From an optimization exercise on the open Yosys and OpenROAD flow, aimed at small area and a short achievable clock period; shortcuts taken in it are not production practice.
Where RTL was checked, it was by simulation tests only, not by an equivalence proof against the original.
The RTL of runs 2 and 3 was laid out without a check of its function.
Power is estimated from default activity; no workload was simulated.

==> flow/design.v, too long to show whole: its modules and the start of the top module <==
// module and64: 7 lines
// module or64: 7 lines
// module xnor64: 7 lines
// module xor64_by_1: 7 lines
// module comp_sign_extend: 7 lines
// module set_lsb: 6 lines
// module vadder64: 15 lines
// module shift64: 464 lines
// module lt65: 7 lines
// module gt65: 7 lines
// module mux8_to_1_x64: 38 lines
// module alu64: 536 lines
// module alu64_sync: 49 lines
module alu64_sync(
    input clk,
    input en,
    input MD,
    input [2:0] OP,
    input [63:0] R1,
    input [63:0] R2,
    output reg EQ,
    output reg GT,
    output reg LT,
    output reg OVR,
    output reg [63:0] Q
    );
  // ...
==> flow/flow/run.sh <==
#!/bin/bash
# Layout flow: the standard.sh throughout, with two changes.
#  1. Synthesis runs with a copy of the ORFS scripts whose ABC area script is
#     replaced by flow/abc_area.script (ABC map with a required time of 2000 ps instead of delay-optimal mapping);
#     everything else in synthesis (synth_recipe.tcl, synth.tcl) is unchanged.
#  2. The port buffers use the smallest buffer cell (buf_1).
set -euo pipefail
rm -rf scripts_mod
cp -r "$FLOW_HOME/scripts" scripts_mod
cp flow/abc_area.script scripts_mod/abc_area.script
bash standard.sh SCRIPTS_DIR="$PWD/scripts_mod" ABC_AREA=1 synth > synth.log 2>&1
bash standard.sh BUFFER_PORTS_ARGS="-buffer_cell sky130_fd_sc_hd__buf_1" finish > standard.log 2>&1
==> flow/flow/abc_area.script <==
strash
dch
map -D 2000
topo
stime -c
buffer -c
upsize -c
dnsize -c
==> flow/standard.sh <==
#!/bin/bash
# synth_recipe.tcl (not shown) runs the flow's synth.tcl, then flattens the netlist and writes it again
# the make line also repeats each setting of config.mk as NAME=value (left out here)
make -C /OpenROAD-flow-scripts/flow DESIGN_CONFIG=/design/flow/config.mk WORK_HOME=/design/flow/orfs CLKGATE_MAP_FILE= SYNTH_SCRIPT=/design/flow/synth_recipe.tcl "${@:-finish}"
==> flow/config.mk <==
export PLATFORM = sky130hd
export DESIGN_NAME = alu64_sync
export DESIGN_NICKNAME = alu64_sync
export VERILOG_FILES = /design/flow/design.v
export SDC_FILE = /design/flow/constraint.sdc
export NUM_CORES = 4
export LEC_CHECK = 0
export ABC_AREA = 1
export CAP_MARGIN = 20
export CORE_MARGIN = 2
export CORE_UTILIZATION = 50
export CTS_BUF_LIST = sky130_fd_sc_hd__clkbuf_4 sky130_fd_sc_hd__clkbuf_8
export SETUP_SLACK_MARGIN = 1.7
export SLEW_MARGIN = 20
==> flow/constraint.sdc <==
create_clock -name core_clock -period 4.0 [get_ports {clk}]
set_input_delay 0.8000 -clock core_clock [delete_from_list [all_inputs] [get_ports {clk}]]
set_output_delay 0.8000 -clock core_clock [all_outputs]
set_load 0.01 [all_outputs]
==> key figures, run 1 <==
Status
  • Status: timing/DRC/antenna clean

Timing
  • Number of hold violations in the final report: 0
  • RSZ-0062 raised after global routing: yes

Yosys
  • Register area share after synthesis: 21.7%
  • Post-synthesis compound-gate area fraction: 34.1%
  • Post-synth ARST share: 0%
  • Yosys warnings: 1
  • Yosys reg bits: 160

Critical path
  • Slowest CP cell: nor4_4
  • Worst path bufs/invs: 2
  • Crit. Startpoint: R2[14]

Finish
  • Seq_cells: 160
  • Fin area: 20900 um^2
  • Post-layout util: 72.2%
  • # diodes: 1

Flow run
  • Maxcap violations: 0

Place
  • Routability cong.: 0.999

Clock tree
  • CTS tree: done
  • CTS Hold Bufs: 0

Die
  • Starting Density: 51.1%
  • I/O pins: 202
  • Die width: 176 um

Power
  • P_clk: 1.25 mW
  • Leading power group: combinational cells

Drt
  • TritonRoute pass-1 iters: 10
  • Vias/cell: 6.74
  • DR DRC count: 0
==> module shift64, before the edit <==
module shift64(D, V, FILL, REV, ADD, BC, S);
    input [63:0] D;
    input [5:0] V;
    input FILL;
    input REV;
    input ADD;
    input [15:1] BC;
    output [63:0] S;
    wire [63:0] fl;
    assign fl[0] = 1'b0;
    assign fl[1] = 1'b0;
    assign fl[2] = 1'b0;
    assign fl[3] = 1'b0;
    assign fl[4] = BC[1];
    assign fl[5] = BC[1] & (&D[4:4]);
    assign fl[6] = BC[1] & (&D[5:4]);
    assign fl[7] = BC[1] & (&D[6:4]);
    assign fl[8] = BC[2];
    assign fl[9] = BC[2] & (&D[8:8]);
    assign fl[10] = BC[2] & (&D[9:8]);
    assign fl[11] = BC[2] & (&D[10:8]);
    assign fl[12] = BC[3];
    assign fl[13] = BC[3] & (&D[12:12]);
    assign fl[14] = BC[3] & (&D[13:12]);
    assign fl[15] = BC[3] & (&D[14:12]);
    assign fl[16] = BC[4];
    assign fl[17] = BC[4] & (&D[16:16]);
    assign fl[18] = BC[4] & (&D[17:16]);
    assign fl[19] = BC[4] & (&D[18:16]);
    assign fl[20] = BC[5];
    assign fl[21] = BC[5] & (&D[20:20]);
    assign fl[22] = BC[5] & (&D[21:20]);
    assign fl[23] = BC[5] & (&D[22:20]);
    assign fl[24] = BC[6];
    assign fl[25] = BC[6] & (&D[24:24]);
    assign fl[26] = BC[6] & (&D[25:24]);
    assign fl[27] = BC[6] & (&D[26:24]);
    assign fl[28] = BC[7];
    assign fl[29] = BC[7] & (&D[28:28]);
    assign fl[30] = BC[7] & (&D[29:28]);
    assign fl[31] = BC[7] & (&D[30:28]);
    assign fl[32] = BC[8];
    assign fl[33] = BC[8] & (&D[32:32]);
    assign fl[34] = BC[8] & (&D[33:32]);
    assign fl[35] = BC[8] & (&D[34:32]);
    assign fl[36] = BC[9];
    assign fl[37] = BC[9] & (&D[36:36]);
    assign fl[38] = BC[9] & (&D[37:36]);
    assign fl[39] = BC[9] & (&D[38:36]);
    assign fl[40] = BC[10];
    assign fl[41] = BC[10] & (&D[40:40]);
    assign fl[42] = BC[10] & (&D[41:40]);
    assign fl[43] = BC[10] & (&D[42:40]);
    assign fl[44] = BC[11];
    assign fl[45] = BC[11] & (&D[44:44]);
    assign fl[46] = BC[11] & (&D[45:44]);
    assign fl[47] = BC[11] & (&D[46:44]);
    assign fl[48] = BC[12];
    assign fl[49] = BC[12] & (&D[48:48]);
    assign fl[50] = BC[12] & (&D[49:48]);
    assign fl[51] = BC[12] & (&D[50:48]);
    assign fl[52] = BC[13];
    assign fl[53] = BC[13] & (&D[52:52]);
    assign fl[54] = BC[13] & (&D[53:52]);
    assign fl[55] = BC[13] & (&D[54:52]);
    assign fl[56] = BC[14];
    assign fl[57] = BC[14] & (&D[56:56]);
    assign fl[58] = BC[14] & (&D[57:56]);
    assign fl[59] = BC[14] & (&D[58:56]);
    assign fl[60] = BC[15];
    assign fl[61] = BC[15] & (&D[60:60]);
    assign fl[62] = BC[15] & (&D[61:60]);
    assign fl[63] = BC[15] & (&D[62:60]);
    wire [63:0] sr1;
    assign sr1[0] = V[1] ? D[2] : D[0];
    assign sr1[1] = V[1] ? D[3] : D[1];
    assign sr1[2] = V[1] ? D[4] : D[2];
    assign sr1[3] = V[1] ? D[5] : D[3];
    assign sr1[4] = V[1] ? D[6] : D[4];
    assign sr1[5] = V[1] ? D[7] : D[5];
    assign sr1[6] = V[1] ? D[8] : D[6];
    assign sr1[7] = V[1] ? D[9] : D[7];
    assign sr1[8] = V[1] ? D[10] : D[8];
    assign sr1[9] = V[1] ? D[11] : D[9];
    assign sr1[10] = V[1] ? D[12] : D[10];
    assign sr1[11] = V[1] ? D[13] : D[11];
    assign sr1[12] = V[1] ? D[14] : D[12];
    assign sr1[13] = V[1] ? D[15] : D[13];
    assign sr1[14] = V[1] ? D[16] : D[14];
    assign sr1[15] = V[1] ? D[17] : D[15];
    assign sr1[16] = V[1] ? D[18] : D[16];
    assign sr1[17] = V[1] ? D[19] : D[17];
    assign sr1[18] = V[1] ? D[20] : D[18];
    assign sr1[19] = V[1] ? D[21] : D[19];
    assign sr1[20] = V[1] ? D[22] : D[20];
    assign sr1[21] = V[1] ? D[23] : D[21];
    assign sr1[22] = V[1] ? D[24] : D[22];
    assign sr1[23] = V[1] ? D[25] : D[23];
    assign sr1[24] = V[1] ? D[26] : D[24];
    assign sr1[25] = V[1] ? D[27] : D[25];
    assign sr1[26] = V[1] ? D[28] : D[26];
    assign sr1[27] = V[1] ? D[29] : D[27];
    assign sr1[28] = V[1] ? D[30] : D[28];
    assign sr1[29] = V[1] ? D[31] : D[29];
    assign sr1[30] = V[1] ? D[32] : D[30];
    assign sr1[31] = V[1] ? D[33] : D[31];
    assign sr1[32] = V[1] ? D[34] : D[32];
    assign sr1[33] = V[1] ? D[35] : D[33];
    assign sr1[34] = V[1] ? D[36] : D[34];
    assign sr1[35] = V[1] ? D[37] : D[35];
    assign sr1[36] = V[1] ? D[38] : D[36];
    assign sr1[37] = V[1] ? D[39] : D[37];
    assign sr1[38] = V[1] ? D[40] : D[38];
    assign sr1[39] = V[1] ? D[41] : D[39];
    assign sr1[40] = V[1] ? D[42] : D[40];
    assign sr1[41] = V[1] ? D[43] : D[41];
    assign sr1[42] = V[1] ? D[44] : D[42];
    assign sr1[43] = V[1] ? D[45] : D[43];
    assign sr1[44] = V[1] ? D[46] : D[44];
    assign sr1[45] = V[1] ? D[47] : D[45];
    assign sr1[46] = V[1] ? D[48] : D[46];
    assign sr1[47] = V[1] ? D[49] : D[47];
    assign sr1[48] = V[1] ? D[50] : D[48];
    assign sr1[49] = V[1] ? D[51] : D[49];
    assign sr1[50] = V[1] ? D[52] : D[50];
    assign sr1[51] = V[1] ? D[53] : D[51];
    assign sr1[52] = V[1] ? D[54] : D[52];
    assign sr1[53] = V[1] ? D[55] : D[53];
    assign sr1[54] = V[1] ? D[56] : D[54];
    assign sr1[55] = V[1] ? D[57] : D[55];
    assign sr1[56] = V[1] ? D[58] : D[56];
    assign sr1[57] = V[1] ? D[59] : D[57];
    assign sr1[58] = V[1] ? D[60] : D[58];
    assign sr1[59] = V[1] ? D[61] : D[59];
    assign sr1[60] = V[1] ? D[62] : D[60];
    assign sr1[61] = V[1] ? D[63] : D[61];
    assign sr1[62] = V[1] ? FILL : D[62];
    assign sr1[63] = V[1] ? FILL : D[63];
    wire [63:0] sr2;
    assign sr2[0] = V[2] ? sr1[4] : sr1[0];
    assign sr2[1] = V[2] ? sr1[5] : sr1[1];
    assign sr2[2] = V[2] ? sr1[6] : sr1[2];
    assign sr2[3] = V[2] ? sr1[7] : sr1[3];
    assign sr2[4] = V[2] ? sr1[8] : sr1[4];
    assign sr2[5] = V[2] ? sr1[9] : sr1[5];
    assign sr2[6] = V[2] ? sr1[10] : sr1[6];
    assign sr2[7] = V[2] ? sr1[11] : sr1[7];
    assign sr2[8] = V[2] ? sr1[12] : sr1[8];
    assign sr2[9] = V[2] ? sr1[13] : sr1[9];
    assign sr2[10] = V[2] ? sr1[14] : sr1[10];
    assign sr2[11] = V[2] ? sr1[15] : sr1[11];
    assign sr2[12] = V[2] ? sr1[16] : sr1[12];
    assign sr2[13] = V[2] ? sr1[17] : sr1[13];
    assign sr2[14] = V[2] ? sr1[18] : sr1[14];
    assign sr2[15] = V[2] ? sr1[19] : sr1[15];
    assign sr2[16] = V[2] ? sr1[20] : sr1[16];
    assign sr2[17] = V[2] ? sr1[21] : sr1[17];
    assign sr2[18] = V[2] ? sr1[22] : sr1[18];
    assign sr2[19] = V[2] ? sr1[23] : sr1[19];
    assign sr2[20] = V[2] ? sr1[24] : sr1[20];
    assign sr2[21] = V[2] ? sr1[25] : sr1[21];
    assign sr2[22] = V[2] ? sr1[26] : sr1[22];
    assign sr2[23] = V[2] ? sr1[27] : sr1[23];
    assign sr2[24] = V[2] ? sr1[28] : sr1[24];
    assign sr2[25] = V[2] ? sr1[29] : sr1[25];
    assign sr2[26] = V[2] ? sr1[30] : sr1[26];
    assign sr2[27] = V[2] ? sr1[31] : sr1[27];
    assign sr2[28] = V[2] ? sr1[32] : sr1[28];
    assign sr2[29] = V[2] ? sr1[33] : sr1[29];
    assign sr2[30] = V[2] ? sr1[34] : sr1[30];
    assign sr2[31] = V[2] ? sr1[35] : sr1[31];
    assign sr2[32] = V[2] ? sr1[36] : sr1[32];
    assign sr2[33] = V[2] ? sr1[37] : sr1[33];
    assign sr2[34] = V[2] ? sr1[38] : sr1[34];
    assign sr2[35] = V[2] ? sr1[39] : sr1[35];
    assign sr2[36] = V[2] ? sr1[40] : sr1[36];
    assign sr2[37] = V[2] ? sr1[41] : sr1[37];
    assign sr2[38] = V[2] ? sr1[42] : sr1[38];
    assign sr2[39] = V[2] ? sr1[43] : sr1[39];
    assign sr2[40] = V[2] ? sr1[44] : sr1[40];
    assign sr2[41] = V[2] ? sr1[45] : sr1[41];
    assign sr2[42] = V[2] ? sr1[46] : sr1[42];
    assign sr2[43] = V[2] ? sr1[47] : sr1[43];
    assign sr2[44] = V[2] ? sr1[48] : sr1[44];
    assign sr2[45] = V[2] ? sr1[49] : sr1[45];
    assign sr2[46] = V[2] ? sr1[50] : sr1[46];
    assign sr2[47] = V[2] ? sr1[51] : sr1[47];
    assign sr2[48] = V[2] ? sr1[52] : sr1[48];
    assign sr2[49] = V[2] ? sr1[53] : sr1[49];
    assign sr2[50] = V[2] ? sr1[54] : sr1[50];
    assign sr2[51] = V[2] ? sr1[55] : sr1[51];
    assign sr2[52] = V[2] ? sr1[56] : sr1[52];
    assign sr2[53] = V[2] ? sr1[57] : sr1[53];
    assign sr2[54] = V[2] ? sr1[58] : sr1[54];
    assign sr2[55] = V[2] ? sr1[59] : sr1[55];
    assign sr2[56] = V[2] ? sr1[60] : sr1[56];
    assign sr2[57] = V[2] ? sr1[61] : sr1[57];
    assign sr2[58] = V[2] ? sr1[62] : sr1[58];
    assign sr2[59] = V[2] ? sr1[63] : sr1[59];
    assign sr2[60] = V[2] ? FILL : sr1[60];
    assign sr2[61] = V[2] ? FILL : sr1[61];
    assign sr2[62] = V[2] ? FILL : sr1[62];
    assign sr2[63] = V[2] ? FILL : sr1[63];
    wire [63:0] sr3;
    assign sr3[0] = V[3] ? sr2[8] : sr2[0];
    assign sr3[1] = V[3] ? sr2[9] : sr2[1];
    assign sr3[2] = V[3] ? sr2[10] : sr2[2];
    assign sr3[3] = V[3] ? sr2[11] : sr2[3];
    assign sr3[4] = V[3] ? sr2[12] : sr2[4];
    assign sr3[5] = V[3] ? sr2[13] : sr2[5];
    assign sr3[6] = V[3] ? sr2[14] : sr2[6];
    assign sr3[7] = V[3] ? sr2[15] : sr2[7];
    assign sr3[8] = V[3] ? sr2[16] : sr2[8];
    assign sr3[9] = V[3] ? sr2[17] : sr2[9];
    assign sr3[10] = V[3] ? sr2[18] : sr2[10];
    assign sr3[11] = V[3] ? sr2[19] : sr2[11];
    assign sr3[12] = V[3] ? sr2[20] : sr2[12];
    assign sr3[13] = V[3] ? sr2[21] : sr2[13];
    assign sr3[14] = V[3] ? sr2[22] : sr2[14];
    assign sr3[15] = V[3] ? sr2[23] : sr2[15];
    assign sr3[16] = V[3] ? sr2[24] : sr2[16];
    assign sr3[17] = V[3] ? sr2[25] : sr2[17];
    assign sr3[18] = V[3] ? sr2[26] : sr2[18];
    assign sr3[19] = V[3] ? sr2[27] : sr2[19];
    assign sr3[20] = V[3] ? sr2[28] : sr2[20];
    assign sr3[21] = V[3] ? sr2[29] : sr2[21];
    assign sr3[22] = V[3] ? sr2[30] : sr2[22];
    assign sr3[23] = V[3] ? sr2[31] : sr2[23];
    assign sr3[24] = V[3] ? sr2[32] : sr2[24];
    assign sr3[25] = V[3] ? sr2[33] : sr2[25];
    assign sr3[26] = V[3] ? sr2[34] : sr2[26];
    assign sr3[27] = V[3] ? sr2[35] : sr2[27];
    assign sr3[28] = V[3] ? sr2[36] : sr2[28];
    assign sr3[29] = V[3] ? sr2[37] : sr2[29];
    assign sr3[30] = V[3] ? sr2[38] : sr2[30];
    assign sr3[31] = V[3] ? sr2[39] : sr2[31];
    assign sr3[32] = V[3] ? sr2[40] : sr2[32];
    assign sr3[33] = V[3] ? sr2[41] : sr2[33];
    assign sr3[34] = V[3] ? sr2[42] : sr2[34];
    assign sr3[35] = V[3] ? sr2[43] : sr2[35];
    assign sr3[36] = V[3] ? sr2[44] : sr2[36];
    assign sr3[37] = V[3] ? sr2[45] : sr2[37];
    assign sr3[38] = V[3] ? sr2[46] : sr2[38];
    assign sr3[39] = V[3] ? sr2[47] : sr2[39];
    assign sr3[40] = V[3] ? sr2[48] : sr2[40];
    assign sr3[41] = V[3] ? sr2[49] : sr2[41];
    assign sr3[42] = V[3] ? sr2[50] : sr2[42];
    assign sr3[43] = V[3] ? sr2[51] : sr2[43];
    assign sr3[44] = V[3] ? sr2[52] : sr2[44];
    assign sr3[45] = V[3] ? sr2[53] : sr2[45];
    assign sr3[46] = V[3] ? sr2[54] : sr2[46];
    assign sr3[47] = V[3] ? sr2[55] : sr2[47];
    assign sr3[48] = V[3] ? sr2[56] : sr2[48];
    assign sr3[49] = V[3] ? sr2[57] : sr2[49];
    assign sr3[50] = V[3] ? sr2[58] : sr2[50];
    assign sr3[51] = V[3] ? sr2[59] : sr2[51];
    assign sr3[52] = V[3] ? sr2[60] : sr2[52];
    assign sr3[53] = V[3] ? sr2[61] : sr2[53];
    assign sr3[54] = V[3] ? sr2[62] : sr2[54];
    assign sr3[55] = V[3] ? sr2[63] : sr2[55];
    assign sr3[56] = V[3] ? FILL : sr2[56];
    assign sr3[57] = V[3] ? FILL : sr2[57];
    assign sr3[58] = V[3] ? FILL : sr2[58];
    assign sr3[59] = V[3] ? FILL : sr2[59];
    assign sr3[60] = V[3] ? FILL : sr2[60];
    assign sr3[61] = V[3] ? FILL : sr2[61];
    assign sr3[62] = V[3] ? FILL : sr2[62];
    assign sr3[63] = V[3] ? FILL : sr2[63];
    wire [63:0] sr4;
    assign sr4[0] = V[4] ? sr3[16] : sr3[0];
    assign sr4[1] = V[4] ? sr3[17] : sr3[1];
    assign sr4[2] = V[4] ? sr3[18] : sr3[2];
    assign sr4[3] = V[4] ? sr3[19] : sr3[3];
    assign sr4[4] = V[4] ? sr3[20] : sr3[4];
    assign sr4[5] = V[4] ? sr3[21] : sr3[5];
    assign sr4[6] = V[4] ? sr3[22] : sr3[6];
    assign sr4[7] = V[4] ? sr3[23] : sr3[7];
    assign sr4[8] = V[4] ? sr3[24] : sr3[8];
    assign sr4[9] = V[4] ? sr3[25] : sr3[9];
    assign sr4[10] = V[4] ? sr3[26] : sr3[10];
    assign sr4[11] = V[4] ? sr3[27] : sr3[11];
    assign sr4[12] = V[4] ? sr3[28] : sr3[12];
    assign sr4[13] = V[4] ? sr3[29] : sr3[13];
    assign sr4[14] = V[4] ? sr3[30] : sr3[14];
    assign sr4[15] = V[4] ? sr3[31] : sr3[15];
    assign sr4[16] = V[4] ? sr3[32] : sr3[16];
    assign sr4[17] = V[4] ? sr3[33] : sr3[17];
    assign sr4[18] = V[4] ? sr3[34] : sr3[18];
    assign sr4[19] = V[4] ? sr3[35] : sr3[19];
    assign sr4[20] = V[4] ? sr3[36] : sr3[20];
    assign sr4[21] = V[4] ? sr3[37] : sr3[21];
    assign sr4[22] = V[4] ? sr3[38] : sr3[22];
    assign sr4[23] = V[4] ? sr3[39] : sr3[23];
    assign sr4[24] = V[4] ? sr3[40] : sr3[24];
    assign sr4[25] = V[4] ? sr3[41] : sr3[25];
    assign sr4[26] = V[4] ? sr3[42] : sr3[26];
    assign sr4[27] = V[4] ? sr3[43] : sr3[27];
    assign sr4[28] = V[4] ? sr3[44] : sr3[28];
    assign sr4[29] = V[4] ? sr3[45] : sr3[29];
    assign sr4[30] = V[4] ? sr3[46] : sr3[30];
    assign sr4[31] = V[4] ? sr3[47] : sr3[31];
    assign sr4[32] = V[4] ? sr3[48] : sr3[32];
    assign sr4[33] = V[4] ? sr3[49] : sr3[33];
    assign sr4[34] = V[4] ? sr3[50] : sr3[34];
    assign sr4[35] = V[4] ? sr3[51] : sr3[35];
    assign sr4[36] = V[4] ? sr3[52] : sr3[36];
    assign sr4[37] = V[4] ? sr3[53] : sr3[37];
    assign sr4[38] = V[4] ? sr3[54] : sr3[38];
    assign sr4[39] = V[4] ? sr3[55] : sr3[39];
    assign sr4[40] = V[4] ? sr3[56] : sr3[40];
    assign sr4[41] = V[4] ? sr3[57] : sr3[41];
    assign sr4[42] = V[4] ? sr3[58] : sr3[42];
    assign sr4[43] = V[4] ? sr3[59] : sr3[43];
    assign sr4[44] = V[4] ? sr3[60] : sr3[44];
    assign sr4[45] = V[4] ? sr3[61] : sr3[45];
    assign sr4[46] = V[4] ? sr3[62] : sr3[46];
    assign sr4[47] = V[4] ? sr3[63] : sr3[47];
    assign sr4[48] = V[4] ? FILL : sr3[48];
    assign sr4[49] = V[4] ? FILL : sr3[49];
    assign sr4[50] = V[4] ? FILL : sr3[50];
    assign sr4[51] = V[4] ? FILL : sr3[51];
    assign sr4[52] = V[4] ? FILL : sr3[52];
    assign sr4[53] = V[4] ? FILL : sr3[53];
    assign sr4[54] = V[4] ? FILL : sr3[54];
    assign sr4[55] = V[4] ? FILL : sr3[55];
    assign sr4[56] = V[4] ? FILL : sr3[56];
    assign sr4[57] = V[4] ? FILL : sr3[57];
    assign sr4[58] = V[4] ? FILL : sr3[58];
    assign sr4[59] = V[4] ? FILL : sr3[59];
    assign sr4[60] = V[4] ? FILL : sr3[60];
    assign sr4[61] = V[4] ? FILL : sr3[61];
    assign sr4[62] = V[4] ? FILL : sr3[62];
    assign sr4[63] = V[4] ? FILL : sr3[63];
    wire [63:0] sr5;
    assign sr5[0] = V[5] ? sr4[32] : sr4[0];
    assign sr5[1] = V[5] ? sr4[33] : sr4[1];
    assign sr5[2] = V[5] ? sr4[34] : sr4[2];
    assign sr5[3] = V[5] ? sr4[35] : sr4[3];
    assign sr5[4] = V[5] ? sr4[36] : sr4[4];
    assign sr5[5] = V[5] ? sr4[37] : sr4[5];
    assign sr5[6] = V[5] ? sr4[38] : sr4[6];
    assign sr5[7] = V[5] ? sr4[39] : sr4[7];
    assign sr5[8] = V[5] ? sr4[40] : sr4[8];
    assign sr5[9] = V[5] ? sr4[41] : sr4[9];
    assign sr5[10] = V[5] ? sr4[42] : sr4[10];
    assign sr5[11] = V[5] ? sr4[43] : sr4[11];
    assign sr5[12] = V[5] ? sr4[44] : sr4[12];
    assign sr5[13] = V[5] ? sr4[45] : sr4[13];
    assign sr5[14] = V[5] ? sr4[46] : sr4[14];
    assign sr5[15] = V[5] ? sr4[47] : sr4[15];
    assign sr5[16] = V[5] ? sr4[48] : sr4[16];
    assign sr5[17] = V[5] ? sr4[49] : sr4[17];
    assign sr5[18] = V[5] ? sr4[50] : sr4[18];
    assign sr5[19] = V[5] ? sr4[51] : sr4[19];
    assign sr5[20] = V[5] ? sr4[52] : sr4[20];
    assign sr5[21] = V[5] ? sr4[53] : sr4[21];
    assign sr5[22] = V[5] ? sr4[54] : sr4[22];
    assign sr5[23] = V[5] ? sr4[55] : sr4[23];
    assign sr5[24] = V[5] ? sr4[56] : sr4[24];
    assign sr5[25] = V[5] ? sr4[57] : sr4[25];
    assign sr5[26] = V[5] ? sr4[58] : sr4[26];
    assign sr5[27] = V[5] ? sr4[59] : sr4[27];
    assign sr5[28] = V[5] ? sr4[60] : sr4[28];
    assign sr5[29] = V[5] ? sr4[61] : sr4[29];
    assign sr5[30] = V[5] ? sr4[62] : sr4[30];
    assign sr5[31] = V[5] ? sr4[63] : sr4[31];
    assign sr5[32] = V[5] ? FILL : sr4[32];
    assign sr5[33] = V[5] ? FILL : sr4[33];
    assign sr5[34] = V[5] ? FILL : sr4[34];
    assign sr5[35] = V[5] ? FILL : sr4[35];
    assign sr5[36] = V[5] ? FILL : sr4[36];
    assign sr5[37] = V[5] ? FILL : sr4[37];
    assign sr5[38] = V[5] ? FILL : sr4[38];
    assign sr5[39] = V[5] ? FILL : sr4[39];
    assign sr5[40] = V[5] ? FILL : sr4[40];
    assign sr5[41] = V[5] ? FILL : sr4[41];
    assign sr5[42] = V[5] ? FILL : sr4[42];
    assign sr5[43] = V[5] ? FILL : sr4[43];
    assign sr5[44] = V[5] ? FILL : sr4[44];
    assign sr5[45] = V[5] ? FILL : sr4[45];
    assign sr5[46] = V[5] ? FILL : sr4[46];
    assign sr5[47] = V[5] ? FILL : sr4[47];
    assign sr5[48] = V[5] ? FILL : sr4[48];
    assign sr5[49] = V[5] ? FILL : sr4[49];
    assign sr5[50] = V[5] ? FILL : sr4[50];
    assign sr5[51] = V[5] ? FILL : sr4[51];
    assign sr5[52] = V[5] ? FILL : sr4[52];
    assign sr5[53] = V[5] ? FILL : sr4[53];
    assign sr5[54] = V[5] ? FILL : sr4[54];
    assign sr5[55] = V[5] ? FILL : sr4[55];
    assign sr5[56] = V[5] ? FILL : sr4[56];
    assign sr5[57] = V[5] ? FILL : sr4[57];
    assign sr5[58] = V[5] ? FILL : sr4[58];
    assign sr5[59] = V[5] ? FILL : sr4[59];
    assign sr5[60] = V[5] ? FILL : sr4[60];
    assign sr5[61] = V[5] ? FILL : sr4[61];
    assign sr5[62] = V[5] ? FILL : sr4[62];
    assign sr5[63] = V[5] ? FILL : sr4[63];
    wire nrm = ~REV & ~ADD;
    assign S[0] = (REV & sr5[63]) | (nrm & sr5[0]) | (ADD & (D[0] ^ fl[0]));
    assign S[1] = (REV & sr5[62]) | (nrm & sr5[1]) | (ADD & (D[1] ^ fl[1]));
    assign S[2] = (REV & sr5[61]) | (nrm & sr5[2]) | (ADD & (D[2] ^ fl[2]));
    assign S[3] = (REV & sr5[60]) | (nrm & sr5[3]) | (ADD & (D[3] ^ fl[3]));
    assign S[4] = (REV & sr5[59]) | (nrm & sr5[4]) | (ADD & (D[4] ^ fl[4]));
    assign S[5] = (REV & sr5[58]) | (nrm & sr5[5]) | (ADD & (D[5] ^ fl[5]));
    assign S[6] = (REV & sr5[57]) | (nrm & sr5[6]) | (ADD & (D[6] ^ fl[6]));
    assign S[7] = (REV & sr5[56]) | (nrm & sr5[7]) | (ADD & (D[7] ^ fl[7]));
    assign S[8] = (REV & sr5[55]) | (nrm & sr5[8]) | (ADD & (D[8] ^ fl[8]));
    assign S[9] = (REV & sr5[54]) | (nrm & sr5[9]) | (ADD & (D[9] ^ fl[9]));
    assign S[10] = (REV & sr5[53]) | (nrm & sr5[10]) | (ADD & (D[10] ^ fl[10]));
    assign S[11] = (REV & sr5[52]) | (nrm & sr5[11]) | (ADD & (D[11] ^ fl[11]));
    assign S[12] = (REV & sr5[51]) | (nrm & sr5[12]) | (ADD & (D[12] ^ fl[12]));
    assign S[13] = (REV & sr5[50]) | (nrm & sr5[13]) | (ADD & (D[13] ^ fl[13]));
    assign S[14] = (REV & sr5[49]) | (nrm & sr5[14]) | (ADD & (D[14] ^ fl[14]));
    assign S[15] = (REV & sr5[48]) | (nrm & sr5[15]) | (ADD & (D[15] ^ fl[15]));
    assign S[16] = (REV & sr5[47]) | (nrm & sr5[16]) | (ADD & (D[16] ^ fl[16]));
    assign S[17] = (REV & sr5[46]) | (nrm & sr5[17]) | (ADD & (D[17] ^ fl[17]));
    assign S[18] = (REV & sr5[45]) | (nrm & sr5[18]) | (ADD & (D[18] ^ fl[18]));
    assign S[19] = (REV & sr5[44]) | (nrm & sr5[19]) | (ADD & (D[19] ^ fl[19]));
    assign S[20] = (REV & sr5[43]) | (nrm & sr5[20]) | (ADD & (D[20] ^ fl[20]));
    assign S[21] = (REV & sr5[42]) | (nrm & sr5[21]) | (ADD & (D[21] ^ fl[21]));
    assign S[22] = (REV & sr5[41]) | (nrm & sr5[22]) | (ADD & (D[22] ^ fl[22]));
    assign S[23] = (REV & sr5[40]) | (nrm & sr5[23]) | (ADD & (D[23] ^ fl[23]));
    assign S[24] = (REV & sr5[39]) | (nrm & sr5[24]) | (ADD & (D[24] ^ fl[24]));
    assign S[25] = (REV & sr5[38]) | (nrm & sr5[25]) | (ADD & (D[25] ^ fl[25]));
    assign S[26] = (REV & sr5[37]) | (nrm & sr5[26]) | (ADD & (D[26] ^ fl[26]));
    assign S[27] = (REV & sr5[36]) | (nrm & sr5[27]) | (ADD & (D[27] ^ fl[27]));
    assign S[28] = (REV & sr5[35]) | (nrm & sr5[28]) | (ADD & (D[28] ^ fl[28]));
    assign S[29] = (REV & sr5[34]) | (nrm & sr5[29]) | (ADD & (D[29] ^ fl[29]));
    assign S[30] = (REV & sr5[33]) | (nrm & sr5[30]) | (ADD & (D[30] ^ fl[30]));
    assign S[31] = (REV & sr5[32]) | (nrm & sr5[31]) | (ADD & (D[31] ^ fl[31]));
    assign S[32] = (REV & sr5[31]) | (nrm & sr5[32]) | (ADD & (D[32] ^ fl[32]));
    assign S[33] = (REV & sr5[30]) | (nrm & sr5[33]) | (ADD & (D[33] ^ fl[33]));
    assign S[34] = (REV & sr5[29]) | (nrm & sr5[34]) | (ADD & (D[34] ^ fl[34]));
    assign S[35] = (REV & sr5[28]) | (nrm & sr5[35]) | (ADD & (D[35] ^ fl[35]));
    assign S[36] = (REV & sr5[27]) | (nrm & sr5[36]) | (ADD & (D[36] ^ fl[36]));
    assign S[37] = (REV & sr5[26]) | (nrm & sr5[37]) | (ADD & (D[37] ^ fl[37]));
    assign S[38] = (REV & sr5[25]) | (nrm & sr5[38]) | (ADD & (D[38] ^ fl[38]));
    assign S[39] = (REV & sr5[24]) | (nrm & sr5[39]) | (ADD & (D[39] ^ fl[39]));
    assign S[40] = (REV & sr5[23]) | (nrm & sr5[40]) | (ADD & (D[40] ^ fl[40]));
    assign S[41] = (REV & sr5[22]) | (nrm & sr5[41]) | (ADD & (D[41] ^ fl[41]));
    assign S[42] = (REV & sr5[21]) | (nrm & sr5[42]) | (ADD & (D[42] ^ fl[42]));
    assign S[43] = (REV & sr5[20]) | (nrm & sr5[43]) | (ADD & (D[43] ^ fl[43]));
    assign S[44] = (REV & sr5[19]) | (nrm & sr5[44]) | (ADD & (D[44] ^ fl[44]));
    assign S[45] = (REV & sr5[18]) | (nrm & sr5[45]) | (ADD & (D[45] ^ fl[45]));
    assign S[46] = (REV & sr5[17]) | (nrm & sr5[46]) | (ADD & (D[46] ^ fl[46]));
    assign S[47] = (REV & sr5[16]) | (nrm & sr5[47]) | (ADD & (D[47] ^ fl[47]));
    assign S[48] = (REV & sr5[15]) | (nrm & sr5[48]) | (ADD & (D[48] ^ fl[48]));
    assign S[49] = (REV & sr5[14]) | (nrm & sr5[49]) | (ADD & (D[49] ^ fl[49]));
    assign S[50] = (REV & sr5[13]) | (nrm & sr5[50]) | (ADD & (D[50] ^ fl[50]));
    assign S[51] = (REV & sr5[12]) | (nrm & sr5[51]) | (ADD & (D[51] ^ fl[51]));
    assign S[52] = (REV & sr5[11]) | (nrm & sr5[52]) | (ADD & (D[52] ^ fl[52]));
    assign S[53] = (REV & sr5[10]) | (nrm & sr5[53]) | (ADD & (D[53] ^ fl[53]));
    assign S[54] = (REV & sr5[9]) | (nrm & sr5[54]) | (ADD & (D[54] ^ fl[54]));
    assign S[55] = (REV & sr5[8]) | (nrm & sr5[55]) | (ADD & (D[55] ^ fl[55]));
    assign S[56] = (REV & sr5[7]) | (nrm & sr5[56]) | (ADD & (D[56] ^ fl[56]));
    assign S[57] = (REV & sr5[6]) | (nrm & sr5[57]) | (ADD & (D[57] ^ fl[57]));
    assign S[58] = (REV & sr5[5]) | (nrm & sr5[58]) | (ADD & (D[58] ^ fl[58]));
    assign S[59] = (REV & sr5[4]) | (nrm & sr5[59]) | (ADD & (D[59] ^ fl[59]));
    assign S[60] = (REV & sr5[3]) | (nrm & sr5[60]) | (ADD & (D[60] ^ fl[60]));
    assign S[61] = (REV & sr5[2]) | (nrm & sr5[61]) | (ADD & (D[61] ^ fl[61]));
    assign S[62] = (REV & sr5[1]) | (nrm & sr5[62]) | (ADD & (D[62] ^ fl[62]));
    assign S[63] = (REV & sr5[0]) | (nrm & sr5[63]) | (ADD & (D[63] ^ fl[63]));
endmodule
==> module alu64_sync, before the edit <==
module alu64_sync(
    input clk,
    input en,
    input MD,
    input [2:0] OP,
    input [63:0] R1,
    input [63:0] R2,
    output reg EQ,
    output reg GT,
    output reg LT,
    output reg OVR,
    output reg [63:0] Q
    );
	reg [63:0] D_r;
	reg [5:1] V_r;
	reg FILL_r, REV_r, ADD_r, SLT_r, SGT_r, LT_r, EQ_r, OVR_r;
	reg [15:1] BC_r;
	wire [63:0] D_w, S_w;
	wire [5:0] V_w;
	wire FILL_w, REV_w, ADD_w, SLT_w, SGT_w, LT_w, EQ_w, OVR_w;
	wire [15:1] BC_w;
	wire GT_1 = ~(LT_r | EQ_r);
	always @(posedge clk)
	begin
		D_r <= D_w;
		V_r <= V_w[5:1];
		FILL_r <= FILL_w;
		REV_r <= REV_w;
		ADD_r <= ADD_w;
		BC_r <= BC_w;
		SLT_r <= SLT_w;
		SGT_r <= SGT_w;
		LT_r <= LT_w;
		EQ_r <= EQ_w;
		OVR_r <= OVR_w;
		EQ <= EQ_r;
		GT <= GT_1;
		LT <= LT_r;
		OVR <= OVR_r;
		Q <= {S_w[63:1], S_w[0] | (SLT_r & LT_r) | (SGT_r & GT_1)};
	end
	alu64 u_front (
		.en(en), .MD(MD), .OP(OP), .R1(R1), .R2(R2),
		.D(D_w), .V(V_w), .FILL(FILL_w), .REV(REV_w), .ADD(ADD_w), .BC(BC_w),
		.SLT(SLT_w), .SGT(SGT_w), .LT(LT_w), .EQ(EQ_w), .OVR(OVR_w));
	shift64 u_back (
		.D(D_r), .V({V_r, 1'b0}), .FILL(FILL_r), .REV(REV_r), .ADD(ADD_r), .BC(BC_r),
		.S(S_w));
endmodule
==> run 2: changes to the inputs <==
--- a/flow/design.v
+++ b/flow/design.v
@@ -57,22 +57,21 @@
 	 assign S = out[63:0];
 	 assign Cout = out[64];
 	 always @(*)
 	 begin
 		out = A + B + Cin;
 	 end
 endmodule
 `timescale 1ns / 1ps
-module shift64(D, V, FILL, REV, ADD, BC, S);
+module shift64(D, V, FILL, REV, BC, S);
     input [63:0] D;
     input [5:0] V;
     input FILL;
     input REV;
-    input ADD;
     input [15:1] BC;
     output [63:0] S;
     wire [63:0] fl;
     assign fl[0] = 1'b0;
     assign fl[1] = 1'b0;
     assign fl[2] = 1'b0;
     assign fl[3] = 1'b0;
     assign fl[4] = BC[1];
@@ -455,81 +454,80 @@
     assign sr5[56] = V[5] ? FILL : sr4[56];
     assign sr5[57] = V[5] ? FILL : sr4[57];
     assign sr5[58] = V[5] ? FILL : sr4[58];
     assign sr5[59] = V[5] ? FILL : sr4[59];
     assign sr5[60] = V[5] ? FILL : sr4[60];
     assign sr5[61] = V[5] ? FILL : sr4[61];
     assign sr5[62] = V[5] ? FILL : sr4[62];
     assign sr5[63] = V[5] ? FILL : sr4[63];
-    wire nrm = ~REV & ~ADD;
-    assign S[0] = (REV & sr5[63]) | (nrm & sr5[0]) | (ADD & (D[0] ^ fl[0]));
-    assign S[1] = (REV & sr5[62]) | (nrm & sr5[1]) | (ADD & (D[1] ^ fl[1]));
-    assign S[2] = (REV & sr5[61]) | (nrm & sr5[2]) | (ADD & (D[2] ^ fl[2]));
-    assign S[3] = (REV & sr5[60]) | (nrm & sr5[3]) | (ADD & (D[3] ^ fl[3]));
-    assign S[4] = (REV & sr5[59]) | (nrm & sr5[4]) | (ADD & (D[4] ^ fl[4]));
-    assign S[5] = (REV & sr5[58]) | (nrm & sr5[5]) | (ADD & (D[5] ^ fl[5]));
-    assign S[6] = (REV & sr5[57]) | (nrm & sr5[6]) | (ADD & (D[6] ^ fl[6]));
-    assign S[7] = (REV & sr5[56]) | (nrm & sr5[7]) | (ADD & (D[7] ^ fl[7]));
-    assign S[8] = (REV & sr5[55]) | (nrm & sr5[8]) | (ADD & (D[8] ^ fl[8]));
-    assign S[9] = (REV & sr5[54]) | (nrm & sr5[9]) | (ADD & (D[9] ^ fl[9]));
-    assign S[10] = (REV & sr5[53]) | (nrm & sr5[10]) | (ADD & (D[10] ^ fl[10]));
-    assign S[11] = (REV & sr5[52]) | (nrm & sr5[11]) | (ADD & (D[11] ^ fl[11]));
-    assign S[12] = (REV & sr5[51]) | (nrm & sr5[12]) | (ADD & (D[12] ^ fl[12]));
-    assign S[13] = (REV & sr5[50]) | (nrm & sr5[13]) | (ADD & (D[13] ^ fl[13]));
-    assign S[14] = (REV & sr5[49]) | (nrm & sr5[14]) | (ADD & (D[14] ^ fl[14]));
-    assign S[15] = (REV & sr5[48]) | (nrm & sr5[15]) | (ADD & (D[15] ^ fl[15]));
-    assign S[16] = (REV & sr5[47]) | (nrm & sr5[16]) | (ADD & (D[16] ^ fl[16]));
-    assign S[17] = (REV & sr5[46]) | (nrm & sr5[17]) | (ADD & (D[17] ^ fl[17]));
-    assign S[18] = (REV & sr5[45]) | (nrm & sr5[18]) | (ADD & (D[18] ^ fl[18]));
-    assign S[19] = (REV & sr5[44]) | (nrm & sr5[19]) | (ADD & (D[19] ^ fl[19]));
-    assign S[20] = (REV & sr5[43]) | (nrm & sr5[20]) | (ADD & (D[20] ^ fl[20]));
-    assign S[21] = (REV & sr5[42]) | (nrm & sr5[21]) | (ADD & (D[21] ^ fl[21]));
-    assign S[22] = (REV & sr5[41]) | (nrm & sr5[22]) | (ADD & (D[22] ^ fl[22]));
-    assign S[23] = (REV & sr5[40]) | (nrm & sr5[23]) | (ADD & (D[23] ^ fl[23]));
-    assign S[24] = (REV & sr5[39]) | (nrm & sr5[24]) | (ADD & (D[24] ^ fl[24]));
-    assign S[25] = (REV & sr5[38]) | (nrm & sr5[25]) | (ADD & (D[25] ^ fl[25]));
-    assign S[26] = (REV & sr5[37]) | (nrm & sr5[26]) | (ADD & (D[26] ^ fl[26]));
-    assign S[27] = (REV & sr5[36]) | (nrm & sr5[27]) | (ADD & (D[27] ^ fl[27]));
-    assign S[28] = (REV & sr5[35]) | (nrm & sr5[28]) | (ADD & (D[28] ^ fl[28]));
-    assign S[29] = (REV & sr5[34]) | (nrm & sr5[29]) | (ADD & (D[29] ^ fl[29]));
-    assign S[30] = (REV & sr5[33]) | (nrm & sr5[30]) | (ADD & (D[30] ^ fl[30]));
-    assign S[31] = (REV & sr5[32]) | (nrm & sr5[31]) | (ADD & (D[31] ^ fl[31]));
-    assign S[32] = (REV & sr5[31]) | (nrm & sr5[32]) | (ADD & (D[32] ^ fl[32]));
-    assign S[33] = (REV & sr5[30]) | (nrm & sr5[33]) | (ADD & (D[33] ^ fl[33]));
-    assign S[34] = (REV & sr5[29]) | (nrm & sr5[34]) | (ADD & (D[34] ^ fl[34]));
-    assign S[35] = (REV & sr5[28]) | (nrm & sr5[35]) | (ADD & (D[35] ^ fl[35]));
-    assign S[36] = (REV & sr5[27]) | (nrm & sr5[36]) | (ADD & (D[36] ^ fl[36]));
-    assign S[37] = (REV & sr5[26]) | (nrm & sr5[37]) | (ADD & (D[37] ^ fl[37]));
-    assign S[38] = (REV & sr5[25]) | (nrm & sr5[38]) | (ADD & (D[38] ^ fl[38]));
-    assign S[39] = (REV & sr5[24]) | (nrm & sr5[39]) | (ADD & (D[39] ^ fl[39]));
-    assign S[40] = (REV & sr5[23]) | (nrm & sr5[40]) | (ADD & (D[40] ^ fl[40]));
-    assign S[41] = (REV & sr5[22]) | (nrm & sr5[41]) | (ADD & (D[41] ^ fl[41]));
-    assign S[42] = (REV & sr5[21]) | (nrm & sr5[42]) | (ADD & (D[42] ^ fl[42]));
-    assign S[43] = (REV & sr5[20]) | (nrm & sr5[43]) | (ADD & (D[43] ^ fl[43]));
-    assign S[44] = (REV & sr5[19]) | (nrm & sr5[44]) | (ADD & (D[44] ^ fl[44]));
-    assign S[45] = (REV & sr5[18]) | (nrm & sr5[45]) | (ADD & (D[45] ^ fl[45]));
-    assign S[46] = (REV & sr5[17]) | (nrm & sr5[46]) | (ADD & (D[46] ^ fl[46]));
-    assign S[47] = (REV & sr5[16]) | (nrm & sr5[47]) | (ADD & (D[47] ^ fl[47]));
-    assign S[48] = (REV & sr5[15]) | (nrm & sr5[48]) | (ADD & (D[48] ^ fl[48]));
-    assign S[49] = (REV & sr5[14]) | (nrm & sr5[49]) | (ADD & (D[49] ^ fl[49]));
-    assign S[50] = (REV & sr5[13]) | (nrm & sr5[50]) | (ADD & (D[50] ^ fl[50]));
-    assign S[51] = (REV & sr5[12]) | (nrm & sr5[51]) | (ADD & (D[51] ^ fl[51]));
-    assign S[52] = (REV & sr5[11]) | (nrm & sr5[52]) | (ADD & (D[52] ^ fl[52]));
-    assign S[53] = (REV & sr5[10]) | (nrm & sr5[53]) | (ADD & (D[53] ^ fl[53]));
-    assign S[54] = (REV & sr5[9]) | (nrm & sr5[54]) | (ADD & (D[54] ^ fl[54]));
-    assign S[55] = (REV & sr5[8]) | (nrm & sr5[55]) | (ADD & (D[55] ^ fl[55]));
-    assign S[56] = (REV & sr5[7]) | (nrm & sr5[56]) | (ADD & (D[56] ^ fl[56]));
-    assign S[57] = (REV & sr5[6]) | (nrm & sr5[57]) | (ADD & (D[57] ^ fl[57]));
-    assign S[58] = (REV & sr5[5]) | (nrm & sr5[58]) | (ADD & (D[58] ^ fl[58]));
-    assign S[59] = (REV & sr5[4]) | (nrm & sr5[59]) | (ADD & (D[59] ^ fl[59]));
-    assign S[60] = (REV & sr5[3]) | (nrm & sr5[60]) | (ADD & (D[60] ^ fl[60]));
-    assign S[61] = (REV & sr5[2]) | (nrm & sr5[61]) | (ADD & (D[61] ^ fl[61]));
-    assign S[62] = (REV & sr5[1]) | (nrm & sr5[62]) | (ADD & (D[62] ^ fl[62]));
-    assign S[63] = (REV & sr5[0]) | (nrm & sr5[63]) | (ADD & (D[63] ^ fl[63]));
+    assign S[0] = (REV ? sr5[63] : sr5[0]) ^ fl[0];
+    assign S[1] = (REV ? sr5[62] : sr5[1]) ^ fl[1];
+    assign S[2] = (REV ? sr5[61] : sr5[2]) ^ fl[2];
+    assign S[3] = (REV ? sr5[60] : sr5[3]) ^ fl[3];
+    assign S[4] = (REV ? sr5[59] : sr5[4]) ^ fl[4];
+    assign S[5] = (REV ? sr5[58] : sr5[5]) ^ fl[5];
+    assign S[6] = (REV ? sr5[57] : sr5[6]) ^ fl[6];
+    assign S[7] = (REV ? sr5[56] : sr5[7]) ^ fl[7];
+    assign S[8] = (REV ? sr5[55] : sr5[8]) ^ fl[8];
+    assign S[9] = (REV ? sr5[54] : sr5[9]) ^ fl[9];
+    assign S[10] = (REV ? sr5[53] : sr5[10]) ^ fl[10];
+    assign S[11] = (REV ? sr5[52] : sr5[11]) ^ fl[11];
+    assign S[12] = (REV ? sr5[51] : sr5[12]) ^ fl[12];
+    assign S[13] = (REV ? sr5[50] : sr5[13]) ^ fl[13];
+    assign S[14] = (REV ? sr5[49] : sr5[14]) ^ fl[14];
+    assign S[15] = (REV ? sr5[48] : sr5[15]) ^ fl[15];
+    assign S[16] = (REV ? sr5[47] : sr5[16]) ^ fl[16];
+    assign S[17] = (REV ? sr5[46] : sr5[17]) ^ fl[17];
+    assign S[18] = (REV ? sr5[45] : sr5[18]) ^ fl[18];
+    assign S[19] = (REV ? sr5[44] : sr5[19]) ^ fl[19];
+    assign S[20] = (REV ? sr5[43] : sr5[20]) ^ fl[20];
+    assign S[21] = (REV ? sr5[42] : sr5[21]) ^ fl[21];
+    assign S[22] = (REV ? sr5[41] : sr5[22]) ^ fl[22];
+    assign S[23] = (REV ? sr5[40] : sr5[23]) ^ fl[23];
+    assign S[24] = (REV ? sr5[39] : sr5[24]) ^ fl[24];
+    assign S[25] = (REV ? sr5[38] : sr5[25]) ^ fl[25];
+    assign S[26] = (REV ? sr5[37] : sr5[26]) ^ fl[26];
+    assign S[27] = (REV ? sr5[36] : sr5[27]) ^ fl[27];
+    assign S[28] = (REV ? sr5[35] : sr5[28]) ^ fl[28];
+    assign S[29] = (REV ? sr5[34] : sr5[29]) ^ fl[29];
+    assign S[30] = (REV ? sr5[33] : sr5[30]) ^ fl[30];
+    assign S[31] = (REV ? sr5[32] : sr5[31]) ^ fl[31];
+    assign S[32] = (REV ? sr5[31] : sr5[32]) ^ fl[32];
+    assign S[33] = (REV ? sr5[30] : sr5[33]) ^ fl[33];
+    assign S[34] = (REV ? sr5[29] : sr5[34]) ^ fl[34];
+    assign S[35] = (REV ? sr5[28] : sr5[35]) ^ fl[35];
+    assign S[36] = (REV ? sr5[27] : sr5[36]) ^ fl[36];
+    assign S[37] = (REV ? sr5[26] : sr5[37]) ^ fl[37];
+    assign S[38] = (REV ? sr5[25] : sr5[38]) ^ fl[38];
+    assign S[39] = (REV ? sr5[24] : sr5[39]) ^ fl[39];
+    assign S[40] = (REV ? sr5[23] : sr5[40]) ^ fl[40];
+    assign S[41] = (REV ? sr5[22] : sr5[41]) ^ fl[41];
+    assign S[42] = (REV ? sr5[21] : sr5[42]) ^ fl[42];
+    assign S[43] = (REV ? sr5[20] : sr5[43]) ^ fl[43];
+    assign S[44] = (REV ? sr5[19] : sr5[44]) ^ fl[44];
+    assign S[45] = (REV ? sr5[18] : sr5[45]) ^ fl[45];
+    assign S[46] = (REV ? sr5[17] : sr5[46]) ^ fl[46];
+    assign S[47] = (REV ? sr5[16] : sr5[47]) ^ fl[47];
+    assign S[48] = (REV ? sr5[15] : sr5[48]) ^ fl[48];
+    assign S[49] = (REV ? sr5[14] : sr5[49]) ^ fl[49];
+    assign S[50] = (REV ? sr5[13] : sr5[50]) ^ fl[50];
+    assign S[51] = (REV ? sr5[12] : sr5[51]) ^ fl[51];
+    assign S[52] = (REV ? sr5[11] : sr5[52]) ^ fl[52];
+    assign S[53] = (REV ? sr5[10] : sr5[53]) ^ fl[53];
+    assign S[54] = (REV ? sr5[9] : sr5[54]) ^ fl[54];
+    assign S[55] = (REV ? sr5[8] : sr5[55]) ^ fl[55];
+    assign S[56] = (REV ? sr5[7] : sr5[56]) ^ fl[56];
+    assign S[57] = (REV ? sr5[6] : sr5[57]) ^ fl[57];
+    assign S[58] = (REV ? sr5[5] : sr5[58]) ^ fl[58];
+    assign S[59] = (REV ? sr5[4] : sr5[59]) ^ fl[59];
+    assign S[60] = (REV ? sr5[3] : sr5[60]) ^ fl[60];
+    assign S[61] = (REV ? sr5[2] : sr5[61]) ^ fl[61];
+    assign S[62] = (REV ? sr5[1] : sr5[62]) ^ fl[62];
+    assign S[63] = (REV ? sr5[0] : sr5[63]) ^ fl[63];
 endmodule
 `timescale 1ns / 1ps
 module lt65(
     input [64:0] a,
     input [64:0] b,
     output a_lt_b
     );
 	assign a_lt_b = $signed(a) < $signed(b);
@@ -577,27 +575,26 @@
 		end
 		else
 		begin
 			out = XD;
 		end
 	end
 endmodule
 `timescale 1ns / 1ps
-module alu64(en, MD, OP, R1, R2, D, V, FILL, REV, ADD, BC, SLT, SGT, LT, EQ, OVR);
+module alu64(en, MD, OP, R1, R2, D, V, FILL, REV, BC, SLT, SGT, LT, EQ, OVR);
     input en;
     input MD;
     input [2:0] OP;
     input [63:0] R1;
     input [63:0] R2;
     output [63:0] D;       
     output [5:0] V;        
     output FILL;           
     output REV;            
-    output ADD;            
     output [15:1] BC;       
     output SLT;            
     output SGT;            
     output LT;
     output EQ;
     output OVR;
     wire [63:0] a = R1;
     wire [63:0] b = R2;
@@ -1029,17 +1026,16 @@
     wire shr_b = s_shr & sh0;     
     wire shl_a = s_shl & ~sh0;    
     wire shl_b = s_shl & sh0;     
     wire t01 = op_x | op_o;
     wire t10 = op_x | op_o | pas | shr_a;
     wire t11 = op_o | op_a | pas | shr_a;
     assign SLT = en & (OP == 3'b010);
     assign SGT = en & (OP == 3'b011);
-    assign ADD = s_add;
     assign REV = s_shl;
     assign FILL = s_shr & MD & a[63];
     assign V = {(s_shl | s_shr) ? b[5:1] : 5'd0, 1'b0};
     assign BC[1] = s_add & bc[1];
     assign BC[2] = s_add & bc[2];
     assign BC[3] = s_add & bc[3];
     assign BC[4] = s_add & bc[4];
     assign BC[5] = s_add & bc[5];
@@ -1129,42 +1125,41 @@
     output reg EQ,
     output reg GT,
     output reg LT,
     output reg OVR,
     output reg [63:0] Q
     );
 	reg [63:0] D_r;
 	reg [5:1] V_r;
-	reg FILL_r, REV_r, ADD_r, SLT_r, SGT_r, LT_r, EQ_r, OVR_r;
+	reg FILL_r, REV_r, SLT_r, SGT_r, LT_r, EQ_r, OVR_r;
 	reg [15:1] BC_r;
 	wire [63:0] D_w, S_w;
 	wire [5:0] V_w;
-	wire FILL_w, REV_w, ADD_w, SLT_w, SGT_w, LT_w, EQ_w, OVR_w;
+	wire FILL_w, REV_w, SLT_w, SGT_w, LT_w, EQ_w, OVR_w;
 	wire [15:1] BC_w;
 	wire GT_1 = ~(LT_r | EQ_r);
 	always @(posedge clk)
 	begin
 		D_r <= D_w;
 		V_r <= V_w[5:1];
 		FILL_r <= FILL_w;
 		REV_r <= REV_w;
-		ADD_r <= ADD_w;
 		BC_r <= BC_w;
 		SLT_r <= SLT_w;
 		SGT_r <= SGT_w;
 		LT_r <= LT_w;
 		EQ_r <= EQ_w;
 		OVR_r <= OVR_w;
 		EQ <= EQ_r;
 		GT <= GT_1;
 		LT <= LT_r;
 		OVR <= OVR_r;
 		Q <= {S_w[63:1], S_w[0] | (SLT_r & LT_r) | (SGT_r & GT_1)};
 	end
 	alu64 u_front (
 		.en(en), .MD(MD), .OP(OP), .R1(R1), .R2(R2),
-		.D(D_w), .V(V_w), .FILL(FILL_w), .REV(REV_w), .ADD(ADD_w), .BC(BC_w),
+		.D(D_w), .V(V_w), .FILL(FILL_w), .REV(REV_w), .BC(BC_w),
 		.SLT(SLT_w), .SGT(SGT_w), .LT(LT_w), .EQ(EQ_w), .OVR(OVR_w));
 	shift64 u_back (
-		.D(D_r), .V({V_r, 1'b0}), .FILL(FILL_r), .REV(REV_r), .ADD(ADD_r), .BC(BC_r),
+		.D(D_r), .V({V_r, 1'b0}), .FILL(FILL_r), .REV(REV_r), .BC(BC_r),
 		.S(S_w));
 endmodule
==> flow/flow/run.sh (replaced) <==
#!/bin/bash
# Standard ORFS layout (the standard.sh), with the port buffers made from the
# smallest buffer cell instead of the one buffer_ports picks by default.
set -euo pipefail
bash standard.sh BUFFER_PORTS_ARGS="-buffer_cell sky130_fd_sc_hd__buf_1" finish > standard.log 2>&1
==> flow/config.mk (replaced) <==
export PLATFORM = sky130hd
export DESIGN_NAME = alu64_sync
export DESIGN_NICKNAME = alu64_sync
export VERILOG_FILES = /design/flow/design.v
export SDC_FILE = /design/flow/constraint.sdc
export NUM_CORES = 4
export LEC_CHECK = 0
export ABC_AREA = 1
export CAP_MARGIN = 20
export CORE_MARGIN = 2
export CORE_UTILIZATION = 40
export CTS_BUF_LIST = sky130_fd_sc_hd__clkbuf_4 sky130_fd_sc_hd__clkbuf_8
export SETUP_SLACK_MARGIN = 1.5
export SLEW_MARGIN = 20
removed: flow/flow/abc_area.script
==> run 2 against run 1 <==
Sequential share of layout area increased by 2.8 points. Critical endpoint unchanged. Flip-flop and latch count shrank 1. Register-to-register slack lost 0.13 ns. Setup slack better by 0.26 ns. Highest routed layer is now met4. Clock power hardly changed. Synthesized cell count is 17% higher. Non-clock buffer count is 191 lower. Die area grew 31%. Clock skew grew 0.0092 ns. Critical path type unchanged. First-iteration DRC count shrank 20%. Wire length fell by 6.1%. Final cell count rose by 12%.
==> key figures, run 2 <==
Global routing
  • Initial antenna violation count: 1
  • Pin count of the biggest net entering global routing: 92
  • GR Overflow Total: 0
  • Met3 Use GR: 5.05%
  • Most used routing layer: met2
  • GR Layer Usage met2: 51.7%
  • First-pass GRT wire length: 104 mm
  • Vias in the first global route: 17901
  • Total GRT Usage: 33.0%
  • M1 GR Usage: 45.8%

Critical path
  • Slowest CP cell: xor2_4
  • CP required: 4.43 ns
  • Startpoint Class: input pin
  • Max stage delay on crit path: 0.27 ns
  • Critical path endpoint category: flop
  • Crit path DAT: 2.91 ns
  • Crit Path Category: in2reg
  • Cell Chain, Critical Path: buf_1 > inv_1 > nand2_1 > nand2_1 > xor2_4 > inv_2 > nor3_2 > nand2_1 > nor2_2 > and3_1 > nand2_1 > nand2_1 > nand2_1 > nand2_1
  • Most frequent CP cell: nand2_1
  • Crit Path Max Fanout: 6

Clock tree
  • Root Driver: clkbuf_8
  • CTS Hold Bufs: 0 (unchanged)
  • Worst-Skew Late Latency: 0.52 ns
  • Longest Clk Path Bufs: 2
  • CTS buffer count: 17
  • CTS tree: done
  • Clock transition at path regs: 0.09 ns
  • # H-tree levels: 4
  • CTS sink count: 159

Drt
  • Vias/cell: 5.81 (-14%)
  • Wirelength, routed: 70.9 mm
  • Per-cell routed wire length: 20.5 um
  • TritonRoute pass-1 iters: 6 (-4)
  • Via count: 20091
  • Iter 0 DRT Violations: 2394
  • ANT nets after route: 0
  • DR DRC count: 0 (unchanged)

Die
  • DIE AREA: 40600 um^2
  • # rows: 72
  • I/O pins: 202 (unchanged)
  • Die width: 201 um (+15%)
  • Core area: 38600 um^2
  • Starting Density: 40.5% (-11 points)
  • Chip Height: 201 um

Yosys
  • Yosys reg bits: 159 (-0.63%)
  • Yosys warnings: 1 (unchanged)
  • Syn nets: 2937
  • Largest cells by area after synthesis: nand2_1, dfxtp_1, nand3_1
  • Mean Syn Cell Area: 5.57 um^2
  • Synth Flop Type: dfxtp_1
  • Synth area leader: nand2_1
  • Synth top cells by count: nand2_1, nand3_1, inv_1, o21ai_0, dfxtp_1
  • Syn Inst Count: 2803
  • Mapped Area: 15600 um^2
  • Post-synth EDFFs: 0
  • Most common cell in the netlist: nand2_1
  • Yosys top cell area share: 25.6%
  • Synth unique cells: 46
  • Register area share after synthesis: 20.4% (-1.3 points)
  • Post-synth ARST share: 0% (unchanged)

Finish
  • Commonest non-fill, non-tap cell in the layout: nand2_1
  • Fin cells: 3459
  • Post-layout util: 45.5% (-27 points)
  • Most frequent cells in the layout: nand2_1, nand3_1, inv_1
  • # diodes: 0 (-1)
  • Area Overhead vs Synth: 12.4%
  • Fill cell count: 4364
  • Regs by FF count: D_r x64, Q x64, BC_r x15
  • Share of layout cells above drive strength 1: 7.11%
  • Nets@finish: 3062

Power
  • Cell area power density: 307 nW/um^2
  • Static leakage power: 8.51 nW
  • Worst-case vdd ir drop: 158 uV
  • Tot Pwr: 5.37 mW

Timing
  • Fmax: 0.404 GHz
  • Least-Margin Pin Slew: 0.888 ns
  • Final Max Slew Viols: 0
  • Rel. slew slack: 40.8%
  • Number of hold violations in the final report: 0 (unchanged)
  • RSZ-0062 raised after global routing: yes
  • Final setup viols: 0
  • Setup ws final: 1.52 ns
  • Period minus WS final: 2.48 ns
  • Setup skew after layout: 0.0260 ns
  • Setup_tns: 0 ns
  • Tcrit/Tclk final: 61.9%

Place
  • Port Buffers: 201
  • Placed cell count: 3412
  • Worst slack, placed: 0.714 ns
  • Routability cong.: 1.00 (+0.43%)
  • Hpwl dp: 52.3 mm

Worst hold path
  • Worst hold path type: reg2reg

Status
  • Status: timing/DRC/antenna clean

Flow run
  • Maxcap violations: 0 (unchanged)
==> run 2: critical path, delay by kind of cell <==
kind	cells	cell delay (ns)
and+or+nand+nor	10	1.35
buffers and inverters	3	0.48
xor gates and xnor gates	1	0.27
==> run 2: layer usage <==
metal,up-vias,part of all wire [%]
met1,9240,43
met4,0,4.2
li1,9576,-
met5,-,0
met2,1120,43
met3,155,9.8
==> run 2: cells by family (layout without fill, tap and decap cells) <==
logic type	Yosys count	count (layout)	share of synthesized area [%]
xor+xnor	43	43	2.56
simple gates	1566	1566	41.7
mux	22	22	1.41
buf+inv	435	573	11.5
flops	159	159	20.4
compound gates	578	578	22.4
==> run 2: final timing paths <==
kind | start | end | slack, ns | cells after the start
worst max-delay path | R1[61] | LT_r$_DFF_P_ | 1.52 | 14
worst min register to register | OVR_r$_DFF_P_ | OVR$_DFF_P_ | 0.41 | 0
worst max register to register | V_r[1]$_SDFF_PN0_ | Q[28]$_DFF_P_ | 1.57 | 12
worst min-delay path | OVR_r$_DFF_P_ | OVR$_DFF_P_ | 0.41 | 0
==> run 2: repair_timing <==
item	in CTS	in global routing
endpoints found under the setup margin	47	103
pin swaps	0	1
endpoints found under the hold margin	0	0
gates cloned	0	6
buffers inserted	0	9
resized for setup	27	100
==> run 2: cell type report <==
type	count	area, um^2	share of cell area [%]
clock buffers	21	277	1.58
clock inverters	11	106	0.607
inverters	295	1150	6.57
multi-input cells	2209	10800	61.5
flip-flops and latches	159	3190	18.2
well taps	518	648	3.70
repair buffers	244	1360	7.77
repair inverters	2	16.3	0.0928
==> run 2: through the flow <==
step                      instance area, um^2  hold slack [ns]
final                                   17500            0.409
after global routing                    17500            0.403
after CTS                               17100            0.413
after detailed placement                16700            0.416
after global placement                  16600            0.436
after floorplan                         15600            0.310
==> run 2: report_power, final <==
group | internal [mW] | switching (mW) | total [mW]
combinational | 0.669 | 1.56 | 2.23
sequential | 1.80 | 0.129 | 1.93
clock | 0.542 | 0.674 | 1.22
==> run 3: changes to the inputs <==
==> flow/flow/run.sh (replaced) <==
#!/bin/bash
# Layout flow: the standard.sh throughout, with two changes.
#  1. Synthesis runs with a copy of the ORFS scripts whose ABC area script is
#     replaced by flow/abc_area.script (the &nf mapper with area recovery);
#     everything else in synthesis (synth_recipe.tcl, synth.tcl) is unchanged.
#  2. The port buffers use the smallest buffer cell (buf_1).
set -euo pipefail
rm -rf scripts_mod
cp -r "$FLOW_HOME/scripts" scripts_mod
cp flow/abc_area.script scripts_mod/abc_area.script
bash standard.sh SCRIPTS_DIR="$PWD/scripts_mod" ABC_AREA=1 synth > synth.log 2>&1
bash standard.sh BUFFER_PORTS_ARGS="-buffer_cell sky130_fd_sc_hd__buf_1" finish > standard.log 2>&1
==> flow/flow/abc_area.script (new file) <==
strash
&get -n
&st
&dch
&nf
&put
topo
stime -c
buffer -c
upsize -c
dnsize -c
==> run 3 against run 2 <==
Still clean. Maximum frequency fell by 13%. Clock power barely moved. First-iteration DRC count fell by 29%. Critical endpoint is now BC_r[14]$_DFF_P_.
==> key figures, run 3 <==
Timing
  • Setup_tns: 0 ns (unchanged)
  • Hold Slack: 0.341 ns (-0.0678 ns)
  • Fmax: 0.350 GHz (-13%)
  • Least-Margin Pin Slew: 1.00 ns (+0.112 ns)
  • Period minus WS final: 2.86 ns (+0.379 ns)
  • RSZ-0062 raised after global routing: yes

Finish
  • Share of layout cells above drive strength 1: 19.2% (+12 points)
  • Nets@finish: 2206 (-28%)
  • Area Overhead vs Synth: 19.2%
  • Regs by FF count: D_r x64, Q x64, BC_r x15

Status
  • Status: timing/DRC/antenna clean

Clock tree
  • # H-tree levels: 4 (unchanged)
  • Worst-Skew Late Latency: 0.49 ns (-0.03 ns)
  • CTS Hold Bufs: 0 (unchanged)
  • CTS sink count: 159 (unchanged)
  • CTS tree: done
  • Longest Clk Path Bufs: 2 (unchanged)

Place
  • Placed cell count: 2508 (-26%)
  • Hpwl dp: 44.8 mm (-14%)
  • Routability cong.: 0.996 (-0.72%)

Critical path
  • Max stage delay on crit path: 0.40 ns (+0.13 ns)
  • Crit Path Category: in2reg
  • CP required: 4.37 ns (-0.06 ns)
  • Critical path endpoint category: flop

Power
  • Switching pwr: 2.40 mW (+1.6%)
  • Static leakage power: 6.94 nW (-19%)
  • Tot Pwr: 5.86 mW (+9.0%)
  • Cell area power density: 324 nW/um^2 (+5.8%)
  • Worst-case vdd ir drop: 214 uV (+36%)
  • Sequential power share: 34.4% (-1.5 points)

Yosys
  • Mapped Area: 15100 um^2 (-2.9%)
  • Post-synth EDFFs: 0 (unchanged)
  • Yosys reg bits: 159 (unchanged)
  • Synth area leader: dfxtp_1
  • Syn Inst Count: 1916 (-32%)
  • Most common cell in the netlist: o21ai_0

Drt
  • Vias/cell: 6.07 (+4.5%)
  • Via count: 15763 (-22%)
  • Iter 0 DRT Violations: 1696 (-29%)
  • ANT nets after route: 0 (unchanged)

Worst hold path
  • Worst hold path type: reg2reg

Global routing
  • Pin count of the biggest net entering global routing: 112 (+22%)
  • GR Overflow Total: 0 (unchanged)
  • First-pass GRT wire length: 89.0 mm (-15%)
  • Vias in the first global route: 14475 (-19%)
  • Total GRT Usage: 29.9% (-3.1 points)

Die
  • Die width: 199 um (-1.4%)
  • I/O pins: 202 (unchanged)

Flow run
  • Maxcap violations: 0 (unchanged)
==> run 3: cell types whose count changed in the layout (fill, tap and decap cells not counted), sizes merged, moves of 52 or more <==
| cell | change |
|---|---|
| xnor2 | +52 |
| nand2 | -859 |
| nand3 | -231 |
| buf | +84 |
| o22ai | -59 |
| inv | -242 |
| o2111ai | -59 |
==> run 3: metal layers <==
layer  GRT usage (%)  vias up  wire length, um
li1                -     7304                -
met1            41.8     7589            26200
met2            48.2      768            27800
met3            3.22       96             4290
met4            9.62        6             1810
met5               0        -               44
==> run 3: stage by stage <==
stage	worst slack (ns)	util, %	cell area (um^2)
finish	1.14	48.2	18100
global route	1.11	48.2	18100
CTS	1.11	46.9	17600
detailed placement	0.310	44.1	16500
global placement	0.415	44.1	16500
floorplan	0.826	-	15300
==> run 3: power groups by stage <==
stage          registers, mW  clock network [mW]  logic, mW
2_1_floorplan           2.01                   0       1.58
3_3_place_gp            2.05                   0       2.32
3_5_place_dp            2.06                   0       2.33
4_1_cts                 2.02                1.26       2.46
5_1_grt                 2.04                1.33       2.80
6_report                2.02                1.23       2.61
==> run 3: final cells by class <==
| type | instances | area, um^2 | area share [%] |
|---|---|---|---|
| Antenna cell | 1 | 2.50 | 0.0139 |
| Clock buffer | 17 | 234 | 1.30 |
| Clock inverter | 15 | 173 | 0.956 |
| Inverter | 41 | 159 | 0.880 |
| Multi-Input combinational cell | 1535 | 11700 | 64.5 |
| Sequential cell | 159 | 3200 | 17.7 |
| Tap cell | 511 | 639 | 3.54 |
| Timing Repair Buffer | 318 | 2000 | 11.1 |
==> run 3: timing repair <==
action | in CTS | in global routing
cloned | 3 | 2
resized for setup | 85 | 103
pin swaps | 23 | 37
buffers inserted | 37 | 13
endpoints found under the setup margin | 111 | 97
==> run 3: cell families after synthesis <==
logic type,count (synthesis),share of synthesized area (%)
buffers and inverters,223,5.89
DFF,159,21.0
AOI/OAI and AO/OA,629,26.1
muxes,160,14.5
and+or+nand+nor,557,16.2
xor gates and xnor gates,188,16.3
==> run 3: worst paths after layout <==
path | start | end | slack (ns) | cells after the start
worst max-delay path | MD | BC_r[14]$_DFF_P_ | 1.14 | 10
worst min-delay path | OVR_r$_DFF_P_ | OVR$_DFF_P_ | 0.34 | 0
worst max register to register | V_r[1]$_SDFF_PN0_ | Q[63]$_DFF_P_ | 1.50 | 9
worst min register to register | OVR_r$_DFF_P_ | OVR$_DFF_P_ | 0.34 | 0
==> run 3: worst max-delay path, delay by kind of cell <==
kind	cells	cell delay (ns)
multiplexers	1	0.32
XOR/XNOR	1	0.24
buffers and inverters	3	0.40
AO/OA/AOI/OAI	5	1.46

[what the ideal ports hide]
No port has a modelled driver above. Below, the same layouts with a new extraction and two added sets of constraints. Step 1: set_driving_cell puts a clkbuf_16 on clk and a buf_2 on each other input, an assumption about the parent block. Step 2, shift: input delay + t, output delay - t, t = (earliest + latest rising clock arrival at the registers) / 2. This alone moves slack from input paths to output paths. Three values: no drivers, after step 1, after step 2; two values: the first two.
run	shift t [ns]	setup WS [ns]
run 1	0.518	1.263 / 1.245 / 0.726
run 2	0.551	1.524 / 1.548 / 0.997
run 3	0.532	1.145 / 1.151 / 0.619
After both steps every run listed still meets setup and hold.
